Source: an optimization exercise on an open RTL-to-GDS flow (aim: small area). Production flows keep margins and buffers that such runs may drop.
RTL that was checked went through simulation tests only; none was proved equivalent to the original.
Power is estimated from default activity; no workload was simulated.

## PW
==> flow/design.v (excerpt) <==
module filter(
input                       clk,                          
input                       rst,                          
input                       fclk,                         
input[15:0]                rd_left_data,
input[15:0]                rd_right_data,
output[31:0]               tx_left_data,
output[31:0]               tx_right_data,
input[3:0]                 gain_one,
input[3:0]                 gain_two,
input[3:0]                 gain_thr,
input[3:0]                 gain_fou,
input[3:0]                 gain_fiv,
input[3:0]                 gain_six,
input[3:0]                 gain_sev
    );
clock: 100.0 ns
lec_check: 0
cap_margin: 0
core_margin: 2
core_utilization: 55
place_density: 0.65
slew_margin: 0
synth_hierarchical: 1
standard.sh (not shown) runs the stock make flow with config.mk's settings and CLKGATE_MAP_FILE= SYNTH_SCRIPT=/design/flow/synth_recipe.tcl, a recipe that flattens the netlist after the stock synthesis.
==> flow/flow/run.sh <==
#!/bin/bash
# Own layout flow: the standard ORFS flow (standard.sh, which runs the
# standard synthesis unchanged), with these changes to how the layout is made:
#  - the buffers that synthesis (abc) inserted are removed at floorplan
#    (REMOVE_ABC_BUFFERS), and every cell is swapped to the smallest cell of its
#    family (flow/downsize.tcl); placement's repair_design then re-buffers and
#    re-sizes where slew, capacitance or fanout need it;
#  - ports are buffered with the smallest buffer cell;
#  - clock tree synthesis uses clkbuf_4 with larger sink clusters and no dummy loads.
# ORFS keeps each step's full log in orfs/logs/; this script's output goes to run.log.
set -euo pipefail
exec > >(tee -a run.log) 2>&1
here=$(pwd)
export REMOVE_ABC_BUFFERS=1
export POST_FLOORPLAN_TCL="$here/flow/post_floorplan.tcl"
export BUFFER_PORTS_ARGS="-buffer_cell sky130_fd_sc_hd__buf_1"
export CTS_ARGS="-sink_clustering_enable -repair_clock_nets -dont_use_dummy_load -buf_list sky130_fd_sc_hd__clkbuf_4 -sink_clustering_size 11 -sink_clustering_max_diameter 50"
bash standard.sh
==> flow/flow/downsize.tcl <==
# Swap every standard cell to the smallest cell of its family (same function, same
# footprint name in the library), then let repair_design fix slew/cap/fanout.
proc my_downsize {} {
  set fam {}
  foreach lc [get_lib_cells sky130_fd_sc_hd__*] {
    set n [get_name $lc]
    if {![regexp {^(sky130_fd_sc_hd__[a-z0-9]+)_([0-9]+)$} $n -> base drv]} { continue }
    if {[get_property $lc dont_use]} { continue }
    set a [get_property $lc area]
    if {![dict exists $fam $base] || $a < [lindex [dict get $fam $base] 1]} { dict set fam $base [list $n $a] }
  }
  set cnt 0; set saved 0.0
  foreach inst [get_cells *] {
    set m [get_property $inst ref_name]
    if {![regexp {^(sky130_fd_sc_hd__[a-z0-9]+)_([0-9]+)$} $m -> base drv]} { continue }
    if {[string match "*tap*" $base] || [string match "*clkbuf*" $base] || [string match "*clkinv*" $base] || [string match "*conb*" $base]} { continue }
    if {![dict exists $fam $base]} { continue }
    lassign [dict get $fam $base] small sa
    if {$small ne $m} {
      set oa [get_property [get_lib_cells */$m] area]
      if {$sa < $oa} {
        replace_cell $inst $small
        incr cnt; set saved [expr $saved + $oa - $sa]
      }
    }
  }
  puts "my_downsize: swapped $cnt cells, saved $saved um2"
}
==> flow/flow/post_floorplan.tcl <==
# Sourced by ORFS at the end of the floorplan step (POST_FLOORPLAN_TCL).
source [file join [file dirname [info script]] downsize.tcl]
my_downsize
Every stage of the flow completed for PW, and the final layout passed the timing, design-rule and antenna checks.
diff inputs: PW => AL
--- a/flow/design.v
+++ b/flow/design.v
@@ -15,49 +15,49 @@
 input[3:0]                 gain_sev
     );
 integer i;
 wire [15:0] in_l = rd_left_data;
 wire [15:0] in_r = rd_right_data;
 wire strobe = fclk & ~rst;
 reg  [4:0] ph;           
 reg        pend;         
 reg        busy;         
 reg  [2:0] band;         
 reg        fin;          
-reg  [1:0] xl;           
+reg        xact;         
 reg        dval;         
 wire ph0  = (ph == 5'd0);
 wire ph21 = (ph == 5'd21);
 wire start = (strobe | pend) & ph21;
 wire lastpass = busy & (band == 3'd5) & ph21;
 always @(posedge clk)
   if (rst) begin
-    ph <= 5'd0; pend <= 1'b0; busy <= 1'b0; band <= 3'd0; fin <= 1'b0; xl <= 2'd0; dval <= 1'b0;
+    ph <= 5'd0; pend <= 1'b0; busy <= 1'b0; band <= 3'd0; fin <= 1'b0; xact <= 1'b0; dval <= 1'b0;
   end else begin
-    if (~(xl == 2'd3)) ph <= ph21 ? 5'd0 : ph + 5'd1;
+    ph <= ph21 ? 5'd0 : ph + 5'd1;
     pend <= (pend | strobe) & ~start;
     fin <= lastpass;
     if (start) begin
       busy <= 1'b1; band <= 3'd0;
     end else if (busy & ph21) begin
       band <= band + 3'd1;
       if (band == 3'd5) busy <= 1'b0;
     end
-    if (lastpass) xl <= 2'd1;
-    else if ((xl != 2'd0) & ph21) xl <= xl + 2'd1;
-    else if ((xl == 2'd3) & ph0) xl <= 2'd0;
+    if (lastpass) xact <= 1'b1;
+    else if (ph21) xact <= 1'b0;
     if (dload) dval <= 1'b1;
     else if (ph == 5'd17) dval <= 1'b0;
   end
-wire a_splice = (xl != 2'd0);
-wire b_insert = lastpass;
+wire a_splice = xact;
+wire b_bypass = lastpass | (xact & (ph <= 5'd19));
+wire b_insert = xact & (ph == 5'd20);
 wire dload = (busy & ph0 & (band != 3'd0)) | fin;
 wire dstep = (ph >= 5'd1) & (ph <= 5'd12);
 wire dcorr = dval & (ph == 5'd13);
 reg  [3:0] gdiv;         
 always @(*)
   case (band)
     3'd1: gdiv = gain_one;
     3'd2: gdiv = gain_thr;
     3'd3: gdiv = gain_fou;
     3'd4: gdiv = gain_fiv;
     3'd5: gdiv = gain_six;
@@ -227,23 +227,23 @@
 assign two[6] = (coef[13] & ~coef[12] & ~coef[11]) | (~coef[13] & coef[12] & coef[11]);
 assign neg[6] = coef[13];
 reg  [15:0] ra_l [0:21];    
 reg  [15:0] rb_l [0:21];    
 reg  [15:0] y_l;            
 always @(posedge clk) begin
   for (i = 1; i < 22; i = i + 1) begin
     ra_l[i] <= ra_l[i-1];
     rb_l[i] <= rb_l[i-1];
   end
   ra_l[0] <= a_splice ? y_l : ra_l[21];
-  rb_l[0] <= b_insert ? ra_l[21] : rb_l[21];
+  rb_l[0] <= b_insert ? ra_l[20] : (b_bypass ? rb_l[20] : rb_l[21]);
   if (strobe)        y_l <= in_l;
   else if (a_splice) y_l <= ra_l[21];
 end
 wire [15:0] av_l = (ph == 5'd0) ? y_l : ra_l[0];
 wire [15:0] bv_l = rb_l[0];
 wire pa_l_s0, pa_l_c0;
 fa pa_l_fa0 (.a(av_l[0]), .b(bv_l[0]), .c(1'b0), .s(pa_l_s0), .co(pa_l_c0));
 wire pa_l_s1, pa_l_c1;
 fa pa_l_fa1 (.a(av_l[1]), .b(bv_l[1]), .c(pa_l_c0), .s(pa_l_s1), .co(pa_l_c1));
 wire pa_l_s2, pa_l_c2;
 fa pa_l_fa2 (.a(av_l[2]), .b(bv_l[2]), .c(pa_l_c1), .s(pa_l_s2), .co(pa_l_c2));
@@ -340,23 +340,23 @@
 fa oa_l_fa18 (.a(o_l[18]), .b(sx_l), .c(oa_l_c17), .s(oa_l_s18), .co(oa_l_c18));
 always @(posedge clk) o_l <= strobe ? 19'd0 : {oa_l_s18, oa_l_s17, oa_l_s16, oa_l_s15, oa_l_s14, oa_l_s13, oa_l_s12, oa_l_s11, oa_l_s10, oa_l_s9, oa_l_s8, oa_l_s7, oa_l_s6, oa_l_s5, oa_l_s4, oa_l_s3, oa_l_s2, oa_l_s1, oa_l_s0};
 reg  [15:0] ra_r [0:21];    
 reg  [15:0] rb_r [0:21];    
 reg  [15:0] y_r;            
 always @(posedge clk) begin
   for (i = 1; i < 22; i = i + 1) begin
     ra_r[i] <= ra_r[i-1];
     rb_r[i] <= rb_r[i-1];
   end
   ra_r[0] <= a_splice ? y_r : ra_r[21];
-  rb_r[0] <= b_insert ? ra_r[21] : rb_r[21];
+  rb_r[0] <= b_insert ? ra_r[20] : (b_bypass ? rb_r[20] : rb_r[21]);
   if (strobe)        y_r <= in_r;
   else if (a_splice) y_r <= ra_r[21];
 end
 wire [15:0] av_r = (ph == 5'd0) ? y_r : ra_r[0];
 wire [15:0] bv_r = rb_r[0];
 wire pa_r_s0, pa_r_c0;
 fa pa_r_fa0 (.a(av_r[0]), .b(bv_r[0]), .c(1'b0), .s(pa_r_s0), .co(pa_r_c0));
 wire pa_r_s1, pa_r_c1;
 fa pa_r_fa1 (.a(av_r[1]), .b(bv_r[1]), .c(pa_r_c0), .s(pa_r_s1), .co(pa_r_c1));
 wire pa_r_s2, pa_r_c2;
 fa pa_r_fa2 (.a(av_r[2]), .b(bv_r[2]), .c(pa_r_c1), .s(pa_r_s2), .co(pa_r_c2));
Results
Diff PW -> AL: number of buffers inserted during clock tree synthesis higher, number of ordinary inverters in the final layout higher, area used by sequential logic in the layout barely changed.
Worst path arrival time for AL: 0.02 ns down relative to PW
Summary of the comparison: switching power as a share of total power is lower in AL, relative to PW.
Summary of AL over PW: met2 layer usage reported by global route grew by 1.2 points; detailed-routed wire length on met3 shrank by 6.5%.
Comparing PW and AL, the higher global-route usage was measured on PW.

---

Another version of the RTL of filter (not shown whole).
For scale: ~1600 flip-flops, roughly 130 I/O pins.
clock: 100.0 ns
lec_check: 0
cap_margin: 10
core_margin: 2
core_utilization: 55
place_density: 0.65
slew_margin: 10
synth_hierarchical: 1
==> flow/flow/run.sh <==
#!/bin/bash
# Own layout flow: the standard ORFS flow (standard.sh, which runs the
# standard synthesis unchanged), with these changes to how the layout is made:
#  - the buffers that synthesis (abc) inserted are removed at floorplan
#    (REMOVE_ABC_BUFFERS), and every cell is swapped to the smallest cell of its
#    family (flow/downsize.tcl); placement's repair_design then re-buffers and
#    re-sizes where slew, capacitance or fanout need it;
#  - ports are buffered with the smallest buffer cell;
#  - clock tree synthesis uses clkbuf_4 with larger sink clusters and no dummy loads.
# ORFS keeps each step's full log in orfs/logs/; this script's output goes to run.log.
set -euo pipefail
exec > >(tee -a run.log) 2>&1
here=$(pwd)
export REMOVE_ABC_BUFFERS=1
export POST_FLOORPLAN_TCL="$here/flow/post_floorplan.tcl"
export BUFFER_PORTS_ARGS="-buffer_cell sky130_fd_sc_hd__buf_1"
export CTS_ARGS="-sink_clustering_enable -repair_clock_nets -dont_use_dummy_load -buf_list sky130_fd_sc_hd__clkbuf_4 -sink_clustering_size 10 -sink_clustering_max_diameter 40"
bash standard.sh
Scripts as last shown in full above: flow/flow/downsize.tcl, flow/flow/post_floorplan.tcl
Next try:
--- a/flow/design.v
+++ b/flow/design.v
@@ -18,43 +18,43 @@
 wire [15:0] in_l = rd_left_data;
 wire [15:0] in_r = rd_right_data;
 wire strobe = fclk & ~rst;
 reg  [4:0] ph;           
 reg        pend;         
 reg        busy;         
 reg  [2:0] band;         
 reg        fin;          
-reg        xact;         
+reg  [1:0] xl;           
 reg        dval;         
 wire ph0  = (ph == 5'd0);
 wire ph21 = (ph == 5'd21);
 wire start = (strobe | pend) & ph21;
 wire lastpass = busy & (band == 3'd5) & ph21;
 always @(posedge clk)
   if (rst) begin
-    ph <= 5'd0; pend <= 1'b0; busy <= 1'b0; band <= 3'd0; fin <= 1'b0; xact <= 1'b0; dval <= 1'b0;
+    ph <= 5'd0; pend <= 1'b0; busy <= 1'b0; band <= 3'd0; fin <= 1'b0; xl <= 2'd0; dval <= 1'b0;
   end else begin
-    ph <= ph21 ? 5'd0 : ph + 5'd1;
+    if (~(xl == 2'd3)) ph <= ph21 ? 5'd0 : ph + 5'd1;
     pend <= (pend | strobe) & ~start;
     fin <= lastpass;
     if (start) begin
       busy <= 1'b1; band <= 3'd0;
     end else if (busy & ph21) begin
       band <= band + 3'd1;
       if (band == 3'd5) busy <= 1'b0;
     end
-    if (lastpass) xact <= 1'b1;
-    else if (ph21) xact <= 1'b0;
+    if (lastpass) xl <= 2'd1;
+    else if ((xl != 2'd0) & ph21) xl <= xl + 2'd1;
+    else if ((xl == 2'd3) & ph0) xl <= 2'd0;
     if (dload) dval <= 1'b1;
     else if (ph == 5'd17) dval <= 1'b0;
   end
-wire a_splice = xact;
-wire b_bypass = lastpass | (xact & (ph <= 5'd19));
-wire b_insert = xact & (ph == 5'd20);
+wire a_splice = (xl != 2'd0);
+wire b_insert = lastpass;
 wire dload = (busy & ph0 & (band != 3'd0)) | fin;
 wire dstep = (ph >= 5'd1) & (ph <= 5'd12);
 wire dcorr = dval & (ph == 5'd13);
 reg  [3:0] gdiv;         
 always @(*)
   case (band)
     3'd1: gdiv = gain_one;
     3'd2: gdiv = gain_thr;
@@ -196,17 +196,17 @@
     8'b1?101110: coef = {1'b0, -14'sd3600};
     8'b1?101111: coef = {1'b0, -14'sd1690};
     8'b1?11?000: coef = {1'b0, 14'sd3700};
     8'b1?11?001: coef = {1'b0, 14'sd5590};
     8'b1?11?010: coef = {1'b0, 14'sd0};
     8'b1?11?011: coef = {1'b0, -14'sd6870};
     8'b1?11?100: coef = {1'b0, -14'sd5600};
     8'b1?11?101: coef = {1'b0, 14'sd3150};
-    default: coef = 15'bx;    
+    default: coef = 15'd0;
   endcase
 wire dbl = coef[14];
 wire [6:0] one, two, neg;
 assign one[0] = coef[0] ^ 1'b0;
 assign two[0] = (coef[1] & ~coef[0] & ~1'b0) | (~coef[1] & coef[0] & 1'b0);
 assign neg[0] = coef[1];
 assign one[1] = coef[2] ^ coef[1];
 assign two[1] = (coef[3] & ~coef[2] & ~coef[1]) | (~coef[3] & coef[2] & coef[1]);
@@ -230,17 +230,17 @@
 reg  [15:0] rb_l [0:21];    
 reg  [15:0] y_l;            
 always @(posedge clk) begin
   for (i = 1; i < 22; i = i + 1) begin
     ra_l[i] <= ra_l[i-1];
     rb_l[i] <= rb_l[i-1];
   end
   ra_l[0] <= a_splice ? y_l : ra_l[21];
-  rb_l[0] <= b_insert ? ra_l[20] : (b_bypass ? rb_l[20] : rb_l[21]);
+  rb_l[0] <= b_insert ? ra_l[21] : rb_l[21];
   if (strobe)        y_l <= in_l;
   else if (a_splice) y_l <= ra_l[21];
 end
 wire [15:0] av_l = (ph == 5'd0) ? y_l : ra_l[0];
 wire [15:0] bv_l = rb_l[0];
 wire pa_l_s0, pa_l_c0;
 fa pa_l_fa0 (.a(av_l[0]), .b(bv_l[0]), .c(1'b0), .s(pa_l_s0), .co(pa_l_c0));
 wire pa_l_s1, pa_l_c1;
@@ -343,17 +343,17 @@
 reg  [15:0] rb_r [0:21];    
 reg  [15:0] y_r;            
 always @(posedge clk) begin
   for (i = 1; i < 22; i = i + 1) begin
     ra_r[i] <= ra_r[i-1];
     rb_r[i] <= rb_r[i-1];
   end
   ra_r[0] <= a_splice ? y_r : ra_r[21];
-  rb_r[0] <= b_insert ? ra_r[20] : (b_bypass ? rb_r[20] : rb_r[21]);
+  rb_r[0] <= b_insert ? ra_r[21] : rb_r[21];
   if (strobe)        y_r <= in_r;
   else if (a_splice) y_r <= ra_r[21];
 end
 wire [15:0] av_r = (ph == 5'd0) ? y_r : ra_r[0];
 wire [15:0] bv_r = rb_r[0];
 wire pa_r_s0, pa_r_c0;
 fa pa_r_fa0 (.a(av_r[0]), .b(bv_r[0]), .c(1'b0), .s(pa_r_s0), .co(pa_r_c0));
 wire pa_r_s1, pa_r_c1;
Effect:
- The changed run finished clean
- wire length came out lower by 3.2%
- utilization came out lower by 0.30 points
- register-to-register slack is worse by 340 ps
- setup slack is better by 140 ps
- cell count stays flat
- non-clock buffer count came out lower by 3
- final area came out lower by 0.68%
- sequential cell count came out higher by 1
The RTL of the first run of this note was laid out without a check of its function.

[afterwards: timing with drivers on the ports]
In the flow no input, the clock included, has a driving cell. The finished layouts below were timed again as built, in two steps.
Step 1 (the two cells are an assumption about what drives the block):
set clk [get_ports {clk}]
set_driving_cell -lib_cell sky130_fd_sc_hd__clkbuf_16 $clk
set_driving_cell -lib_cell sky130_fd_sc_hd__buf_2 [delete_from_list [all_inputs] $clk]
Step 2, shift: input delay + t, output delay - t, t = (earliest + latest rising clock arrival at the registers) / 2. This alone moves slack from input paths to output paths.
Three values: ideal ports, drivers, drivers and shift; two values: the first two.
run	t (ns)	setup slack, ns	clock arrival spread, ns	slew at the worst register clock pin (ns)	pins driven straight from the clock port
PW	1.084	71.117 / 71.158 / 70.074	0.106 / 0.106	0.12 / 0.12	1
AL	1.134	71.180 / 71.227 / 70.094	0.160 / 0.159	0.11 / 0.11	1
the first run of note 2	1.073	71.039 / 71.085 / 70.011	0.157 / 0.157	0.11 / 0.11	1
the second run of note 2	1.107	71.183 / 71.221 / 70.113	0.149 / 0.149	0.11 / 0.11	1
After both steps every run listed still meets setup and hold. The setup slack of AL, which loses most, moves by +0.047 ns with the drivers and by -1.086 ns with both steps.
